Background: an optimization exercise with open tools, aiming at a short achievable clock period and few clock cycles. Do not read the settings as production practice.
Function was checked by simulation only, so behaviour that the tests miss may differ from the original.
No driver is modelled on the clock port, so clocking that relies on it looks cheaper here than on a real chip.
Power is estimated from default activity; no workload was simulated.

the previous run:
Design riscvsingle, start of the top module:
module riscvsingle(input logic clk, reset,
	output logic [31:0] PC,
	input logic [31:0] Instr,
	output logic MemWrite,
	output logic [31:0] ALUResult, WriteData,
	input logic [31:0] ReadData);
export LEC_CHECK = 0
export ABC_CLOCK_PERIOD_IN_PS = 1500
export CAP_MARGIN = 20
export CORE_MARGIN = 2
export CORE_UTILIZATION = 45
export PLACE_DENSITY = 0.5
export SETUP_SLACK_MARGIN = 5.0
export SLEW_MARGIN = 20
export SYNTH_HIERARCHICAL = 1
export SYNTH_MINIMUM_KEEP_SIZE = 0
create_clock -name core_clock -period 10.0 [get_ports {clk}]
standard.sh (not shown) runs the stock make flow with config.mk's settings and CLKGATE_MAP_FILE= SYNTH_SCRIPT=/design/flow/synth_recipe.tcl, a recipe that flattens the netlist after the stock synthesis.
==> flow/flow/run.sh <==
#!/bin/bash
# Standard ORFS layout with changes to how it is made only (the SDC and its
# clock period are unchanged):
#  - synthesis: the standard flow's script, with no full/half-adder cells (ADDER_MAP_FILE
#    empty) and abc mapping by flow/abc_map.script (flow/synth.tcl); registers
#    are untouched by either;
set -euo pipefail
here=$(pwd)
export MY_ABC_SCRIPT=$here/flow/abc_map.script
export FLOW_SYNTH_TCL=$here/synth_recipe.tcl
bash standard.sh finish ADDER_MAP_FILE= SETUP_SLACK_MARGIN=5.5 \
  SYNTH_SCRIPT=$here/flow/synth.tcl \
  POST_CTS_TCL=$here/flow/post_cts.tcl PRE_GLOBAL_ROUTE_TCL=$here/flow/pre_grt.tcl \
  > orfs_make.log 2>&1
==> flow/flow/abc_map.script <==
strash
dch -f
map
topo
stime -c
buffer -c
upsize -c
dnsize -c
==> flow/flow/post_cts.tcl <==
# Further setup repair after CTS, in steps, then legalize.
foreach m {6.0 6.5 7.0} {
  log_cmd repair_timing -setup -setup_margin $m -repair_tns 100 -verbose
}
detailed_placement
check_placement -verbose
==> flow/flow/pre_grt.tcl <==
# Global-route timing repair aims at the same tighter target.
set ::env(SETUP_SLACK_MARGIN) 7.0
==> flow/flow/synth.tcl <==
# The standard flow's synthesis script, with abc mapping the logic by flow/abc_map.script
# (ABC's dch + map, then buffering and sizing) in place of ORFS's speed script.
# abc maps only combinational logic: the registers are those of the standard
# synthesis.
proc abc {args} {
  set i [lsearch -exact $args -script]
  if {$i >= 0} {
    lset args [expr {$i + 1}] $::env(MY_ABC_SCRIPT)
  }
  yosys abc {*}$args
}
source $::env(FLOW_SYNTH_TCL)
The previous run went all the way through synthesis, placement and routing and the layout is clean on timing, DRC and antenna.
Testbench counts of the previous run, summed over its fixed seeds: cycles 182,778.
Setup changes, the previous run to the current run
==> flow/flow/run.sh <==
#!/bin/bash
# Standard ORFS layout with changes to how it is made only (the SDC and its
# clock period are unchanged):
#  - no full/half-adder cells in synthesis (ADDER_MAP_FILE empty), so abc maps
#    the adders' logic itself; registers are untouched by this;
set -euo pipefail
here=$(pwd)
bash standard.sh finish ADDER_MAP_FILE= SETUP_SLACK_MARGIN=5.5 \
  POST_CTS_TCL=$here/flow/post_cts.tcl PRE_GLOBAL_ROUTE_TCL=$here/flow/pre_grt.tcl \
  > orfs_make.log 2>&1
removed: flow/flow/abc_map.script
removed: flow/flow/synth.tcl
==> run notes <==
- Origin of the worst setup path = pcOn[30]$_DFF_PP1_: the previous run; origin of the worst setup path = pcF[7]$_DFF_PP0_: the current run
- The current run reports its end point of the critical path as pcF[13]$_DFF_PP0_ while the previous run reports PC[30].
- | synthesized net count | the current run vs the previous run | 37% lower |
- Measured against each other, the current run and the previous run differ in global-route usage, the higher figure coming from the previous run.
- Post-detailed-placement half-perimeter wirelength (the current run vs. the previous run) decreases by more than 10%

========
== before ==
riscvsingle, a different RTL version from the one above (not shown whole).
For scale: ~160 I/O pins, about 0.082 mm2 of cells after synthesis.
clock: 10.0 ns
lec_check: 0
abc_clock_period_in_ps: 1500
cap_margin: 20
core_margin: 2
core_utilization: 50
place_density: 0.56
setup_slack_margin: 5.0
slew_margin: 20
synth_hierarchical: 1
synth_minimum_keep_size: 0
==> flow/flow/run.sh <==
#!/bin/bash
# Standard ORFS layout with changes to how it is made only (the SDC and its
# clock period are unchanged):
#  - synthesis: the standard flow's script, with no full/half-adder cells (ADDER_MAP_FILE
#    empty) and abc mapping by flow/abc_map.script (flow/synth.tcl); registers
#    are untouched by either;
set -euo pipefail
here=$(pwd)
export MY_ABC_SCRIPT=$here/flow/abc_map.script
export FLOW_SYNTH_TCL=$here/synth_recipe.tcl
bash standard.sh finish ADDER_MAP_FILE= SETUP_SLACK_MARGIN=5.5 \
  SYNTH_SCRIPT=$here/flow/synth.tcl \
  POST_CTS_TCL=$here/flow/post_cts.tcl PRE_GLOBAL_ROUTE_TCL=$here/flow/pre_grt.tcl \
  > orfs_make.log 2>&1
==> flow/flow/abc_map.script <==
strash
dch -f
map
topo
stime -c
buffer -c
upsize -c
dnsize -c
==> flow/flow/synth.tcl <==
# The standard flow's synthesis script, with abc mapping the logic by flow/abc_map.script
# (ABC's dch + map, then buffering and sizing) in place of ORFS's speed script.
# abc maps only combinational logic: the registers are those of the standard
# synthesis.
proc abc {args} {
  set i [lsearch -exact $args -script]
  if {$i >= 0} {
    lset args [expr {$i + 1}] $::env(MY_ABC_SCRIPT)
  }
  yosys abc {*}$args
}
source $::env(FLOW_SYNTH_TCL)
Scripts as last shown in full above: flow/flow/post_cts.tcl, flow/flow/pre_grt.tcl
Testbench counts of before, summed over its fixed seeds: cycles 182,778.
### before -> after
- CORE_UTILIZATION now 45, was 50
- PLACE_DENSITY now 0.5, was 0.56
after did not stop at any stage, and its layout met the timing, DRC and antenna checks. Final critical path time including I/O delays and setup down 0.11 ns in after wrt before. after: overall power of the completed layout higher than before. Between before and after, count of non-filler cells in the finished layout increased. Comparing after against before, there is no change at all in synthesized cell count. Global-route wire length before repair up 1.7% in after wrt before. When after is measured against before, its core utilization turns out 5.7 points lower. Top fanout value on the critical path delta for after relative to before: 2 lower. Number of placement rows delta for after relative to before: about 5.4% higher. In after the fraction of area in registers turned out 0.59 points lower than in before. met3 routed wirelength is higher on before.

-- separate check: timing with driven ports --
How much do the figures lean on ideal ports? The routed layouts below were timed once more, with nothing changed but the port constraints. Step 1 sets driving cells, clkbuf_16 on the clock port and buf_2 on the other inputs (assumed; they add their load-dependent delay and slew). Step 2 moves the port delays by t, midway between the first and last clock arrival at a register: inputs arrive t later, outputs are due t later. That takes back most of the time a late clock gives input paths. Slacks: ideal / step 1 / step 2; pairs: ideal / step 1.
| run | t (ns) | setup WS [ns] | clock arrival spread, ns |
|---|---|---|---|
| the previous run | 0.965 | 6.350 / 6.193 / 5.228 | 0.059 / 0.059 |
| the current run | 0.918 | 6.023 / 5.831 / 4.913 | 0.039 / 0.039 |
| before | 0.921 | 6.399 / 6.038 / 5.117 | 0.073 / 0.073 |
| after | 0.924 | 6.504 / 6.211 / 5.287 | 0.072 / 0.072 |
After both steps setup and hold are still met in every run listed. For before, which loses most, drivers alone change the setup slack by -0.361 ns; drivers and shift together by -1.282 ns.
